Background: an optimization exercise with open tools, aiming at small area. Do not read the settings as production practice.
Only simulation tests tie the RTL to the original design; equivalence was not proved.
Power and IR drop assume default switching activity.

==> run F: inputs <==
==> flow/design.v <==
module ram_memory
#(
    parameter BUS_WIDTH = 32,
    parameter ADDR_BASE = 0,
    parameter MEM_SIZE = 64
)
(
    input clk,
    input nreset,
    input write_en,
    input [BUS_WIDTH - 1 : 0]addr_write,
    input [BUS_WIDTH - 1 : 0]data_write,
    input [BUS_WIDTH - 1 : 0]addr_read,
    output [BUS_WIDTH - 1 : 0]data_read,
    output ready
);
reg ready_buffer;
reg [MEM_SIZE - 1 : 0]valid;
wire [BUS_WIDTH - 1 : 0]addr_write_internal = addr_write - ADDR_BASE;
wire [BUS_WIDTH - 1 : 0]addr_read_internal = addr_read - ADDR_BASE;
wire read_in_range = addr_read_internal < MEM_SIZE;
wire write_in_range = addr_write_internal < MEM_SIZE;
wire write_ok = write_en & read_in_range & write_in_range;
assign ready = ready_buffer;
always @(posedge clk or negedge nreset)
begin
    if(!nreset)
        ready_buffer <= 1'b0;
    else
        ready_buffer <= 1'b1;
end
wire [MEM_SIZE - 1 : 0]read_select;
wire [BUS_WIDTH - 1 : 0]word_data[MEM_SIZE - 1 : 0];
genvar w;
generate
for(w = 0; w < MEM_SIZE; w = w + 1)
begin : word
    wire write_word = write_ok & (addr_write_internal == w);
    reg [BUS_WIDTH - 1 : 0]data;
    always @(posedge clk or negedge nreset)
    begin
        if(!nreset)
            valid[w] <= 1'b0;
        else if(write_word)
            valid[w] <= 1'b1;
    end
    always @(posedge clk)
    begin
        if(write_word)
            data <= data_write;
    end
    assign read_select[w] = read_in_range & (addr_read_internal == w) & valid[w];
    assign word_data[w] = data & {BUS_WIDTH{read_select[w]}};
end
endgenerate
reg [BUS_WIDTH - 1 : 0]read_value;
integer index;
always @(*)
begin
    read_value = 'd0;
    for(index = 0; index < MEM_SIZE; index = index + 1)
        read_value = read_value | word_data[index];
end
assign data_read = read_value;
endmodule
==> flow/run.sh <==
#!/bin/bash
# synth_recipe.tcl (not shown) runs the flow's synth.tcl, then flattens the netlist and writes it again
# the make line also repeats each setting of config.mk as NAME=value (left out here)
make -C /OpenROAD-flow-scripts/flow DESIGN_CONFIG=/design/flow/config.mk WORK_HOME=/design/flow/orfs CLKGATE_MAP_FILE= SYNTH_SCRIPT=/design/flow/synth_recipe.tcl finish
==> flow/config.mk <==
export PLATFORM = sky130hd
export DESIGN_NAME = ram_memory
export DESIGN_NICKNAME = ram_memory
export VERILOG_FILES = /design/flow/design.v
export SDC_FILE = /design/flow/constraint.sdc
export NUM_CORES = 8
export LEC_CHECK = 0
export CAP_MARGIN = 20
export CORE_MARGIN = 2
export CORE_UTILIZATION = 40
export PLACE_DENSITY = 0.5
export SLEW_MARGIN = 20
==> flow/constraint.sdc <==
create_clock -name core_clock -period 8.0 [get_ports {clk}]
set_input_delay 1.6000 -clock core_clock [delete_from_list [all_inputs] [get_ports {clk}]]
set_output_delay 1.6000 -clock core_clock [all_outputs]
set_load 0.01 [all_outputs]
==> inputs of run C, as changes to run F <==
==> flow/design.v, changed modules only <==
module ram_memory
#(
    parameter BUS_WIDTH = 32,
    parameter ADDR_BASE = 0,
    parameter MEM_SIZE = 64
)
(
    input clk,
    input nreset,
    input write_en,
    input [BUS_WIDTH - 1 : 0]addr_write,
    input [BUS_WIDTH - 1 : 0]data_write,
    input [BUS_WIDTH - 1 : 0]addr_read,
    output [BUS_WIDTH - 1 : 0]data_read,
    output ready
);
reg [BUS_WIDTH - 1 : 0]ram_memory_reg[MEM_SIZE - 1 : 0];
reg ready_buffer;
wire [BUS_WIDTH - 1 : 0]addr_write_internal;
wire [BUS_WIDTH - 1 : 0]addr_read_internal;
assign ready = ready_buffer;
assign addr_write_internal = addr_write - ADDR_BASE;
assign addr_read_internal = addr_read - ADDR_BASE;
assign data_read = (addr_read_internal < MEM_SIZE)? ram_memory_reg[addr_read_internal] : 'd0;
integer index = 0;
always @(posedge clk or negedge nreset)
begin
    if(!nreset)
    begin
        ready_buffer <= 1'b0;
        for(index = 0; index < MEM_SIZE; index = index + 1)
        begin
            ram_memory_reg[index] <= 'd0;
        end
    end
    else
    begin
        ready_buffer <= 1'b1;
        if((addr_read_internal < MEM_SIZE) && (addr_write_internal < MEM_SIZE))
            ram_memory_reg[addr_write_internal] <= (write_en)? data_write : ram_memory_reg[addr_write_internal];
        else
            for(index = 0; index < MEM_SIZE; index = index + 1)
            begin
                ram_memory_reg[index] <= ram_memory_reg[index];
            end
    end
end
endmodule
==> summary of the runs <==
- Run C ran to the end with no violations. Run F produced a clean layout.
- In run F the register-to-register slack is better than in run C, by 2.1 ns.
- Critical path depth is the same in run C and run F.
- In routed wire length, run C is at 2.9 times the value of run F.
- Between run C and run F, the lower cell count is in run F (gap 110%, measured against run F).
- Against run C, the sequential power of run F is higher by about 20%.
- Against run F, the flip-flop and latch count of run C is lower by 64.
- Of run C and run F, run C has the higher clock power (gap 21%, measured against run F).
- Non-clock buffer count: run F is lower than run C (168).

==> trial 88 <==
ram_memory, a different RTL version from the one above (not shown whole).
clock: 8.0 ns
lec_check: 0
cap_margin: 20
core_margin: 2
core_utilization: 55
gpl_timing_driven: 0
place_density: 0.65
setup_slack_margin: 0.3
slew_margin: 20
standard.sh (not shown) runs the stock make flow with config.mk's settings and CLKGATE_MAP_FILE= SYNTH_SCRIPT=/design/flow/synth_recipe.tcl, a recipe that flattens the netlist after the stock synthesis.
==> flow/flow/run.sh <==
#!/bin/bash
# Own layout flow: the standard synthesis, then the logic between its registers
# replaced by a hand-mapped netlist (flow/gen_netlist.py, same registers, same
# names and cell types), then the standard layout steps on that netlist.
set -euo pipefail
cd "$(dirname "$0")/.."
R=orfs/results/${FLOW_PLATFORM}/ram_memory/base

bash standard.sh synth > synth_std.log 2>&1

cp $R/1_2_yosys.v std_synth.v
python3 flow/gen_netlist.py hand_netlist.v std_synth.v > gen_netlist.log 2>&1
cp hand_netlist.v $R/1_2_yosys.v
rm -f $R/1_synth.odb $R/1_synth.sdc

export CTS_ARGS="-sink_clustering_enable -repair_clock_nets -dont_use_dummy_load -buf_list {sky130_fd_sc_hd__clkbuf_8} -sink_clustering_size 16 -sink_clustering_max_diameter 60"
export BUFFER_PORTS_ARGS="-buffer_cell sky130_fd_sc_hd__buf_1"
bash standard.sh > layout.log 2>&1
Other scripts of this flow, unchanged in this note and not shown: flow/flow/gen_netlist.py
==> build 29: changes against trial 88 <==
--- a/flow/flow/run.sh
+++ b/flow/flow/run.sh
@@ -14,5 +14,5 @@
 rm -f $R/1_synth.odb $R/1_synth.sdc
 
-export CTS_ARGS="-sink_clustering_enable -repair_clock_nets -dont_use_dummy_load -buf_list {sky130_fd_sc_hd__clkbuf_8} -sink_clustering_size 16 -sink_clustering_max_diameter 60"
+export CTS_ARGS="-sink_clustering_enable -repair_clock_nets -dont_use_dummy_load -buf_list {sky130_fd_sc_hd__buf_4} -sink_clustering_size 11 -sink_clustering_max_diameter 60"
 export BUFFER_PORTS_ARGS="-buffer_cell sky130_fd_sc_hd__buf_1"
 bash standard.sh > layout.log 2>&1
CORE_UTILIZATION = 65   (was 55)
PLACE_DENSITY = 0.75   (was 0.65)
SETUP_SLACK_MARGIN = 0.1   (was 0.3)
==> results.txt <==
	build 29	trial 88
Result of the run	timing/DRC/antenna clean	timing/DRC/antenna clean
Crit path max-delay cell type	sky130_fd_sc_hd__and3_2	sky130_fd_sc_hd__and3_4
Cell area power density	217 mW/mm^2	221 mW/mm^2
Routed wirelength normalized by instance count	32.8 um	32.9 um
Insertion delay of the later-clocked pin in the worst-skew pair	1.00 ns	0.94 ns
Worst r2r dst	word[39].data[13]	word[30].data[16]
Wire length on met1	89,400 um	98,100 um
Overall track demand over capacity in global routing	43.4%	37.7%
Die width	325 um	353 um
Antenna fix cells	16	14
Worst path max stage delay	0.83 ns	0.67 ns
Maximum clock frequency	131 MHz	137 MHz
Number of buffers created by CTS	210	153

[separate check: timing with driven ports]
The results above use ideal ports. As a check the final layouts listed here were re-extracted and re-timed, cells and wires unchanged. Step 1 (the two cells are an assumption about what drives the block):
set clk [get_ports {clk}]
set_driving_cell -lib_cell sky130_fd_sc_hd__clkbuf_16 $clk
set_driving_cell -lib_cell sky130_fd_sc_hd__buf_2 [delete_from_list [all_inputs] $clk]
Step 2 adds t to the input delays and takes it off the output delays; t is the mean of the earliest and latest rising clock arrival at the registers after step 1. Input paths then give back, and output paths get back, about the clock's delay inside the block. Slacks: ideal / step 1 / step 2; pairs: ideal / step 1.
run	t, ns	setup WS [ns]	hold WS [ns]	worst register clock-pin slew, ns	pins driven straight from the clock port
run F	0.917	0.006 / -0.128 / -0.128	0.455 / 0.455 / 0.455	0.06 / 0.06	1
run C	1.002	0.194 / -0.006 / -0.006	0.507 / 0.507 / 0.507	0.07 / 0.07	1
trial 88	0.990	0.695 / 0.501 / 0.501	0.460 / 0.460 / 0.460	0.11 / 0.11	1
build 29	1.071	0.365 / 0.339 / 0.339	0.461 / 0.461 / 0.461	0.12 / 0.12	1
Met with ideal ports but missed after step 2: setup timing in run F and run C. For run C, which loses most, drivers alone change the setup slack by -0.200 ns; drivers and shift together by -0.200 ns.
